This is an optimization exercise on Yosys and OpenROAD, whose aim is small area and a short achievable clock period, not a production implementation.
Function was checked by simulation only, so behaviour that the tests miss may differ from the original.

==> flow/design.v (excerpt) <==
module digital_front_end (
    input wire clk,
    input wire rst,
    input wire [15:0] adc_data_i,
    input wire [15:0] adc_data_q,
    input wire adc_valid,
    input wire [3:0] filter_config,   
    input wire dc_offset_en,
    output reg [31:0] dfe_out,
    output reg dfe_valid
);
  reg [7:0] avg_count;
  wire cnt_full = &avg_count;
  reg [15:0] b_i [0:15];    
  reg [15:0] dc_i;
  reg [23:0] acc_i;          
  wire [15:0] b0_i = b_i[0];
  wire [15:0] b1_i = b_i[1];
  wire [15:0] b2_i = b_i[2];
  wire [15:0] b3_i = b_i[3];
  wire [15:0] b4_i = b_i[4];
  wire [15:0] b5_i = b_i[5];
  wire [15:0] b6_i = b_i[6];
  wire [15:0] b7_i = b_i[7];
  wire [15:0] b8_i = b_i[8];
  wire [15:0] b9_i = b_i[9];
  wire [15:0] b10_i = b_i[10];
  wire [15:0] b11_i = b_i[11];
  wire [15:0] b12_i = b_i[12];
  wire [15:0] b13_i = b_i[13];
  wire [15:0] b14_i = b_i[14];
  wire [15:0] b15_i = b_i[15];
  wire si_1, si_2; fa_cell si_1_fa (b10_i[6], b10_i[8], b11_i[2], si_1, si_2);
  wire si_3, si_4; fa_cell si_3_fa (b0_i[0], b10_i[7], b10_i[9], si_3, si_4);
  wire si_5, si_6; fa_cell si_5_fa (b11_i[10], b11_i[3], b11_i[8], si_5, si_6);
  wire si_7, si_8; fa_cell si_7_fa (b12_i[4], b12_i[9], b13_i[11], si_7, si_8);
  wire si_9, si_10; fa_cell si_9_fa (b0_i[1], b10_i[10], b10_i[8], si_9, si_10);
  wire si_11, si_12; fa_cell si_11_fa (b11_i[11], b11_i[4], b11_i[9], si_11, si_12);
  wire si_13, si_14; fa_cell si_13_fa (b12_i[10], b12_i[5], b13_i[12], si_13, si_14);
  wire si_15, si_16; fa_cell si_15_fa (b14_i[6], b1_i[6], b2_i[10], si_15, si_16);
  ...
For scale: roughly 5900 cells after synthesis, roughly 93000 um^2 of cells after synthesis.
clock: 18.0 ns
lec_check: 0
cap_margin: 60
core_margin: 2
core_utilization: 40
slew_margin: 60
synth_hierarchical: 1
synth_minimum_keep_size: 0
run.sh (not shown) runs the stock make flow with config.mk's settings and CLKGATE_MAP_FILE= SYNTH_SCRIPT=/design/flow/synth_recipe.tcl, a recipe that flattens the netlist after the stock synthesis.
The first run passed the timing, design-rule and antenna checks.
Change:
==> flow/flow/run.sh (new file) <==
#!/bin/bash
# Own layout flow: the standard ORFS layout (standard.sh, unchanged synthesis, floorplan,
# placement, CTS and routing), with only one difference: ORFS's timing repair is asked to keep a
# setup margin of MARGIN ns below the design's clock period (SETUP_SLACK_MARGIN), so that it
# sizes and buffers the logic for a shorter achieved period. The SDC (clock period, I/O delays,
# loads) is the design's, untouched.
set -euo pipefail
MARGIN=$(cat flow/margin.txt)
bash standard.sh "SETUP_SLACK_MARGIN=${MARGIN}" finish > flow_make.log 2>&1
==> flow/flow/margin.txt (new file) <==
13
==> flow/standard.sh (new file) <==
#!/bin/bash
# synth_recipe.tcl (not shown) runs the flow's synth.tcl, then flattens the netlist and writes it again
# the make line also repeats each setting of config.mk as NAME=value (left out here)
make -C /OpenROAD-flow-scripts/flow DESIGN_CONFIG=/design/flow/config.mk WORK_HOME=/design/flow/orfs CLKGATE_MAP_FILE= SYNTH_SCRIPT=/design/flow/synth_recipe.tcl "${@:-finish}"
removed: flow/run.sh
What happened: Area after synthesis does not change; non-clock buffer count climbs by 263; final cell count climbs by about 3%.

* * *

Starting RTL as in the previous note.
Design digital_front_end, start of the top module:
module digital_front_end (
    input wire clk,
    input wire rst,
    input wire [15:0] adc_data_i,
    input wire [15:0] adc_data_q,
    input wire adc_valid,
    input wire [3:0] filter_config,   
    input wire dc_offset_en,
    output reg [31:0] dfe_out,
    output reg dfe_valid
);
Settings: LEC_CHECK=0, CAP_MARGIN=20, CORE_MARGIN=2, CORE_UTILIZATION=60, SLEW_MARGIN=20, SYNTH_HIERARCHICAL=1, SYNTH_MINIMUM_KEEP_SIZE=0; clock period 18.0 ns.
standard.sh (not shown) runs the stock make flow with config.mk's settings and CLKGATE_MAP_FILE= SYNTH_SCRIPT=/design/flow/synth_recipe.tcl, a recipe that flattens the netlist after the stock synthesis.
==> flow/flow/run.sh <==
#!/bin/bash
# Own layout flow: the standard ORFS layout (standard.sh, unchanged synthesis, floorplan,
# placement, CTS and routing), with only one difference: ORFS's timing repair is asked to keep a
# setup margin of MARGIN ns below the design's clock period (SETUP_SLACK_MARGIN), so that it
# sizes and buffers the logic for a shorter achieved period. The SDC (clock period, I/O delays,
# loads) is the design's, untouched.
set -euo pipefail
MARGIN=$(cat flow/margin.txt)
bash standard.sh "SETUP_SLACK_MARGIN=${MARGIN}" finish > flow_make.log 2>&1
==> flow/flow/margin.txt <==
13
Next try:
CAP_MARGIN = 60   (was 20)
SLEW_MARGIN = 60   (was 20)
Routed wire length stays flat.
Via count is about the same.

[port drivers added, routing unchanged]
Ports are ideal in the flow. The routed layouts listed here were re-timed in OpenROAD. Step 1: set_driving_cell puts a clkbuf_16 on clk and a buf_2 on each other input, an assumption about the parent block. Step 2 adds t to the input delays and takes it off the output delays; t is the mean of the earliest and latest rising clock arrival at the registers after step 1. Input paths then give back, and output paths get back, about the clock's delay inside the block. Three values: no drivers, after step 1, after step 2; two values: the first two.
run	t, ns	slack for setup (ns)	latest minus earliest clock arrival (ns)
the first run of note 1	0.851	12.288 / 12.210 / 11.477	0.074 / 0.074
the second run of note 1	0.861	12.934 / 12.839 / 12.171	0.102 / 0.103
the first run of note 2	0.766	12.989 / 12.908 / 12.301	0.038 / 0.038
the second run of note 2	0.809	12.977 / 12.886 / 12.235	0.036 / 0.037
After both steps every run listed still meets setup and hold. For the first run of note 1, which loses most, drivers alone change the setup slack by -0.078 ns; drivers and shift together by -0.811 ns.
